Context: an optimization exercise on an open-source flow, tuned for small area, a short achievable clock period and few clock cycles per item. The choices shown serve that exercise and are no tape-out recipe.
In this exercise RTL edits were held to simulation tests only and were not proved equivalent to the original.

// insertionSort
module insertionSort #(
    parameter NUM_VALS = 32,
    parameter SIZE_DATA = 16
)(
    input  logic                          i_clk,
    input  logic                          i_rst_n,
    input  logic                          i_start,
    input  logic [NUM_VALS*SIZE_DATA-1:0] i_data,
    output logic                          o_done,
    output logic [NUM_VALS*SIZE_DATA-1:0] o_data
);
For scale: about 10000 cells after synthesis, about 540 flip-flops, about 1000 I/O pins, about 54000 um^2 of cells after synthesis.
Settings: LEC_CHECK=0, ABC_AREA=1, CAP_MARGIN=20, CORE_AREA=2 2 378 378, CTS_CLUSTER_DIAMETER=100, CTS_CLUSTER_SIZE=16, DIE_AREA=0 0 380 380, SLEW_MARGIN=20; clock period 10.0 ns.
standard.sh (not shown) runs the stock make flow with config.mk's settings and CLKGATE_MAP_FILE= SYNTH_SCRIPT=/design/flow/synth_recipe.tcl, a recipe that flattens the netlist after the stock synthesis.
==> flow/flow/run.sh <==
#!/bin/bash
# The standard ORFS layout (the standard.sh, standard synthesis unchanged)
# with two changes: the port buffers the standard flow's flow inserts use a small buffer
# cell instead of the delay buffer buffer_ports picks by default, and repair
# aims for a setup slack margin of MARGIN ns against the 10 ns clock.
# Each tool's output goes to ORFS's own logs under orfs/logs; the make output
# is kept in standard.log.
set -euo pipefail
MARGIN=$(cat flow/margin.txt)
PORTBUF=$(cat flow/portbuf.txt)
bash standard.sh "SETUP_SLACK_MARGIN=${MARGIN}" \
    "BUFFER_PORTS_ARGS=-buffer_cell ${PORTBUF}" finish > standard.log 2>&1
==> flow/flow/margin.txt <==
6.5
==> flow/flow/portbuf.txt <==
sky130_fd_sc_hd__buf_1
The baseline ran to the end with no violations.
Testbench counts at the start, summed over its fixed seeds: cycles 1,920, sorts 192.
Change:
==> flow/flow/margin.txt (replaced) <==
6.55
Settings changed: CTS_CLUSTER_DIAMETER 100 to 120, CTS_CLUSTER_SIZE 16 to 20.
What happened: Global-route usage hardly moves. Count of clock-buffer cells in the layout goes down by 13. Setup slack gains 0.051 ns. Routed wire length barely changes.
Change:
==> flow/flow/margin.txt (replaced) <==
6.5
Settings changed: PLACE_DENSITY set to 0.7.
After rerunning:
- final area goes down by about 2.2%
- routed wire length goes down by about 0.9%
- worst setup slack gets worse by 0.033 ns
- sequential cell count does not change
Change:
==> flow/flow/margin.txt (replaced) <==
6.2
Settings changed: PLACE_DENSITY 0.7 to not set.
The changed run passed the timing, DRC and antenna checks; routed wire length increases by 0.49%; synthesized area is unchanged; worst hold slack got worse by 0.011 ns; clock-buffer cell count increases by 2.

* * *

Another version of the RTL of insertionSort (not shown whole).
Size: ~6800 cells after synthesis, about 47000 sq um of cells after synthesis.
clock: 10.0 ns
lec_check: 0
cap_margin: 20
core_area: 2 2 318 318
die_area: 0 0 320 320
slew_margin: 20
==> flow/flow/margin.txt <==
6.0
==> flow/flow/portbuf.txt <==
sky130_fd_sc_hd__buf_2
Scripts as last shown in full above: flow/flow/run.sh
Testbench counts at the start, summed over its fixed seeds: cycles 1,920, sorts 192.
==> next run, changes <==
==> flow/flow/margin.txt (replaced) <==
6.5
Result: This time the run ended with an error in global routing. Synthesized area stays the same. Synthesized cell count stays the same.
==> next run, changes <==
==> flow/flow/margin.txt (replaced) <==
6.0
==> flow/flow/portbuf.txt (replaced) <==
sky130_fd_sc_hd__buf_1
- ABC_AREA: default -> 1
- CORE_AREA: 2 2 318 318 -> 2 2 408 408
- CTS_CLUSTER_DIAMETER: default -> 120
- CTS_CLUSTER_SIZE: default -> 20
- DIE_AREA: 0 0 320 320 -> 0 0 410 410
This time the run passed the timing, DRC and antenna checks. Synthesized area came out higher by 13%. Synthesized cell count came out higher by 47%.
==> next run, changes <==
==> flow/flow/margin.txt (replaced) <==
6.8
==> flow/flow/portbuf.txt (replaced) <==
sky130_fd_sc_hd__buf_2
- CORE_AREA: 2 2 408 408 -> 2 2 358 358
- CTS_CLUSTER_DIAMETER: 120 -> default
- CTS_CLUSTER_SIZE: 20 -> default
- DIE_AREA: 0 0 410 410 -> 0 0 360 360
Outcome: The new run completed with no timing, DRC or antenna violations; count of clock-buffer cells in the layout rose by 43; area after synthesis does not change; wire length is higher by 9.9%.

* * *

== build 68 ==
insertionSort, a different RTL version from the one above (not shown whole).
Size: about 9600 cells after synthesis, ~530 flip-flops, ~1000 I/O pins, roughly 50000 um^2 of cells after synthesis.
==> flow/config.mk <==
export PLATFORM = sky130hd
export DESIGN_NAME = insertionSort
export DESIGN_NICKNAME = insertionSort
export VERILOG_FILES = /design/flow/design.v
export SDC_FILE = /design/flow/constraint.sdc
export NUM_CORES = 8
export LEC_CHECK = 0
export ABC_AREA = 1
export CAP_MARGIN = 20
export CORE_AREA = 2 2 358 358
export CTS_CLUSTER_DIAMETER = 120
export CTS_CLUSTER_SIZE = 20
export DIE_AREA = 0 0 360 360
export PLACE_DENSITY = 0.65
export SLEW_MARGIN = 20
==> flow/constraint.sdc <==
create_clock -name core_clock -period 10.0 [get_ports {i_clk}]
set_input_delay 2.0000 -clock core_clock [delete_from_list [all_inputs] [get_ports {i_clk}]]
set_output_delay 2.0000 -clock core_clock [all_outputs]
set_load 0.01 [all_outputs]
==> flow/flow/margin.txt <==
6.6
==> flow/flow/portbuf.txt <==
sky130_fd_sc_hd__buf_1
Scripts as last shown in full above: flow/flow/run.sh
Testbench counts of build 68, summed over its fixed seeds: cycles 1,920, sorts 192.
### build 68 -> build 36
# build 68
export LEC_CHECK = 0
export ABC_AREA = 1
export CAP_MARGIN = 20
export CORE_AREA = 2 2 358 358
export CTS_CLUSTER_DIAMETER = 120
export CTS_CLUSTER_SIZE = 20
export DIE_AREA = 0 0 360 360
export PLACE_DENSITY = 0.65
export SLEW_MARGIN = 20
create_clock -name core_clock -period 10.0 [get_ports {i_clk}]
# build 36
export LEC_CHECK = 0
export ABC_AREA = 1
export CAP_MARGIN = 20
export CORE_AREA = 2 2 358 358
export CTS_CLUSTER_DIAMETER = 120
export CTS_CLUSTER_SIZE = 20
export DIE_AREA = 0 0 360 360
export SLEW_MARGIN = 90
create_clock -name core_clock -period 10.0 [get_ports {i_clk}]
For build 36, the flow was terminated by a tool error in global routing (5_1_grt) and produced no final design. Sort build 36 and build 68 by post-cts repair resize count asc -> top: build 68. Compared with build 68, in build 36 detailed placer's ending HPWL increased 18%; die width essentially unchanged; pre-CTS setup slack decreased 4.42 ns. Number of H-tree branching levels of build 68 is on par with build 36. The synthesized cell count was comparable across build 36 and build 68. Number of instances in the placed design was lower in the run labelled build 68. As far as chip height goes, build 36 and build 68 are indistinguishable; the numbers are identical. Relative to build 68, the number of CTS-inserted buffers measured on build 36 has increased by a few percent. In the tables for build 36 and build 68, number of buffers inserted by post-CTS setup repair reads higher with build 36.
The inputs of build 40 differ from those of build 36 as listed below.
# build 36
export LEC_CHECK = 0
export ABC_AREA = 1
export CAP_MARGIN = 20
export CORE_AREA = 2 2 358 358
export CTS_CLUSTER_DIAMETER = 120
export CTS_CLUSTER_SIZE = 20
export DIE_AREA = 0 0 360 360
export SLEW_MARGIN = 90
create_clock -name core_clock -period 10.0 [get_ports {i_clk}]
# build 40
export LEC_CHECK = 0
export ABC_AREA = 0
export CAP_MARGIN = 20
export CORE_AREA = 2 2 378 378
export CTS_CLUSTER_DIAMETER = 120
export CTS_CLUSTER_SIZE = 20
export DIE_AREA = 0 0 380 380
export SLEW_MARGIN = 20
create_clock -name core_clock -period 10.0 [get_ports {i_clk}]
==> flow/flow/margin.txt <==
6.2
Findings:
- Build 40 finished end to end and its layout was clean on timing, DRC and antenna.
- For area after detailed placement, dividing the value from build 40 by the value from build 36 gives 0.58.
- For build 36, the combinational family with the most area after synthesis was simple AND/OR/NAND/NOR gates, unlike build 40, where it was compound AO/OA/AOI/OAI gates.
- Compare build 40 and build 36 | count of unique library cells instantiated by Yosys lower: build 36
- Note that the post-synthesis instance total recorded for build 40 amounts to 0.58 times the value seen in build 36.
- From build 36 to build 40 the numbers moved as follows: half-perimeter wire length of the detailed placement result fell by about 20%; vertical die dimension rose by 20 um; global placer's final weighted congestion fell by 0.067.
- Going from build 36 to build 40, area after synthesis shrank by more than 10%.
- Mean post-synth cell area, build 40 and build 36: lower on build 36
The inputs of build 21 differ from those of build 40 as listed below.
# build 40
export LEC_CHECK = 0
export ABC_AREA = 0
export CAP_MARGIN = 20
export CORE_AREA = 2 2 378 378
export CTS_CLUSTER_DIAMETER = 120
export CTS_CLUSTER_SIZE = 20
export DIE_AREA = 0 0 380 380
export SLEW_MARGIN = 20
create_clock -name core_clock -period 10.0 [get_ports {i_clk}]
# build 21
export LEC_CHECK = 0
export ABC_AREA = 1
export CAP_MARGIN = 20
export CORE_AREA = 2 2 378 378
export CTS_CLUSTER_DIAMETER = 120
export CTS_CLUSTER_SIZE = 20
export DIE_AREA = 0 0 380 380
export SLEW_MARGIN = 20
create_clock -name core_clock -period 10.0 [get_ports {i_clk}]
==> flow/flow/margin.txt <==
6.5
[summary]
The most common cell after layout, fill and taps aside comes out sky130_fd_sc_hd__nand2_1 in one run and sky130_fd_sc_hd__buf_1 in the other, namely in build 21 and build 40 respectively.
In build 21 the maximum clock frequency turned out about 10% higher than in build 40.
Area after synthesis went up by more than 10% going from build 40 to build 21.
Taking build 40 as the reference point, the total global-route track usage of build 21 rises by 1.2 points.
diff inputs: build 21 => build 50
# build 21
export LEC_CHECK = 0
export ABC_AREA = 1
export CAP_MARGIN = 20
export CORE_AREA = 2 2 378 378
export CTS_CLUSTER_DIAMETER = 120
export CTS_CLUSTER_SIZE = 20
export DIE_AREA = 0 0 380 380
export SLEW_MARGIN = 20
create_clock -name core_clock -period 10.0 [get_ports {i_clk}]
# build 50
export LEC_CHECK = 0
export ABC_AREA = 0
export CAP_MARGIN = 20
export CORE_AREA = 2 2 378 378
export CTS_CLUSTER_DIAMETER = 120
export CTS_CLUSTER_SIZE = 20
export DIE_AREA = 0 0 380 380
export SLEW_MARGIN = 20
create_clock -name core_clock -period 10.0 [get_ports {i_clk}]
==> flow/flow/margin.txt <==
6.0
==> summary.txt <==
- Diff build 50 and build 21: number of antenna violations at the first check in global routing higher in build 50
- The final reports for build 50 and build 21 show HPWL after detailed placement lower in the former.
- Diff build 21 -> build 50: design area decreased about 9%; count of clock-buffer cells in the layout now sits lower; met3 track demand over resource about even; post-synthesis share of cell area spent on full adders, half adders and majority gates went up by 9.7 points.
- Measured against build 21, the number of buffers other than clock buffers in the final layout of build 50 comes out at 1.2 times the reference value.
- Looking at most frequent standard cell in the layout excluding fill and tap cells, the sky130_fd_sc_hd__buf_1 result is from build 50; the sky130_fd_sc_hd__nand2_1 one comes from build 21.
- Pin slew with the least headroom to its limit: build 50 > build 21
--- input diff build 50..build 60 ---
# build 50
export LEC_CHECK = 0
export ABC_AREA = 0
export CAP_MARGIN = 20
export CORE_AREA = 2 2 378 378
export CTS_CLUSTER_DIAMETER = 120
export CTS_CLUSTER_SIZE = 20
export DIE_AREA = 0 0 380 380
export SLEW_MARGIN = 20
create_clock -name core_clock -period 10.0 [get_ports {i_clk}]
# build 60
export LEC_CHECK = 0
export ABC_AREA = 1
export CAP_MARGIN = 20
export CORE_AREA = 2 2 338 338
export CTS_CLUSTER_DIAMETER = 120
export CTS_CLUSTER_SIZE = 20
export DIE_AREA = 0 0 340 340
export SLEW_MARGIN = 20
create_clock -name core_clock -period 10.0 [get_ports {i_clk}]
==> flow/flow/margin.txt <==
6.6
- Build 60 has maximum frequency above what build 50 had.
- The die area in build 60 is 0.801 times that in build 50.
- Register area (build 60 over build 50): increase, about 7%
- Comparing build 60 and build 50, the higher worst hold slack is on build 50.
- Non-clock buffer count in build 60 is 203 lower than in build 50
- From build 50 to build 60 the numbers moved as follows: well tap count saw a decrease, period utilization lower.

afterwards: timing with drivers on the ports:
How much do the figures lean on ideal ports? The routed layouts below were timed once more, with nothing changed but the port constraints.
Step 1: set_driving_cell puts a clkbuf_16 on i_clk and a buf_2 on each other input, an assumption about the parent block.
Step 2 also shifts input and output timing later by t, the mid clock arrival at the registers, as if the neighbouring blocks saw the same clock.
Slacks: ideal ports / drivers / drivers and shift; pairs: ideal ports / drivers.
| run | t (ns) | setup slack, ns | worst setup path after step 2 | clock arrival spread, ns | cell pins on the clock port's net |
|---|---|---|---|---|---|
| the first run of note 1 | 0.786 | 6.435 / 6.352 / 6.435 | register to register | 0.042 / 0.042 | 1 |
| the second run of note 1 | 0.768 | 6.486 / 6.388 / 6.526 | register to register | 0.040 / 0.041 | 1 |
| the third run of note 1 | 0.761 | 6.452 / 6.354 / 6.458 | register to register | 0.032 / 0.032 | 1 |
| the fourth run of note 1 | 0.768 | 6.116 / 6.025 / 6.116 | register to register | 0.044 / 0.043 | 1 |
| the first run of note 2 | 0.769 | 5.772 / 5.685 / 5.828 | register to register | 0.033 / 0.032 | 1 |
| the third run of note 2 | 0.764 | 5.905 / 5.886 / 5.905 | register to register | 0.065 / 0.065 | 1 |
| the fourth run of note 2 | 0.795 | 6.561 / 6.471 / 6.590 | register to register | 0.054 / 0.054 | 1 |
| build 68 | 0.776 | 6.543 / 6.470 / 6.543 | register to register | 0.057 / 0.057 | 1 |
| build 40 | 0.728 | 6.034 / 6.007 / 6.034 | register to register | 0.047 / 0.047 | 1 |
| build 21 | 0.753 | 6.392 / 6.374 / 6.392 | register to register | 0.035 / 0.034 | 1 |
| build 50 | 0.730 | 5.906 / 5.906 / 5.906 | register to register | 0.041 / 0.041 | 1 |
| build 60 | 0.750 | 6.464 / 6.464 / 6.464 | register to register | 0.033 / 0.033 | 1 |
After both steps setup and hold are still met in every run listed.
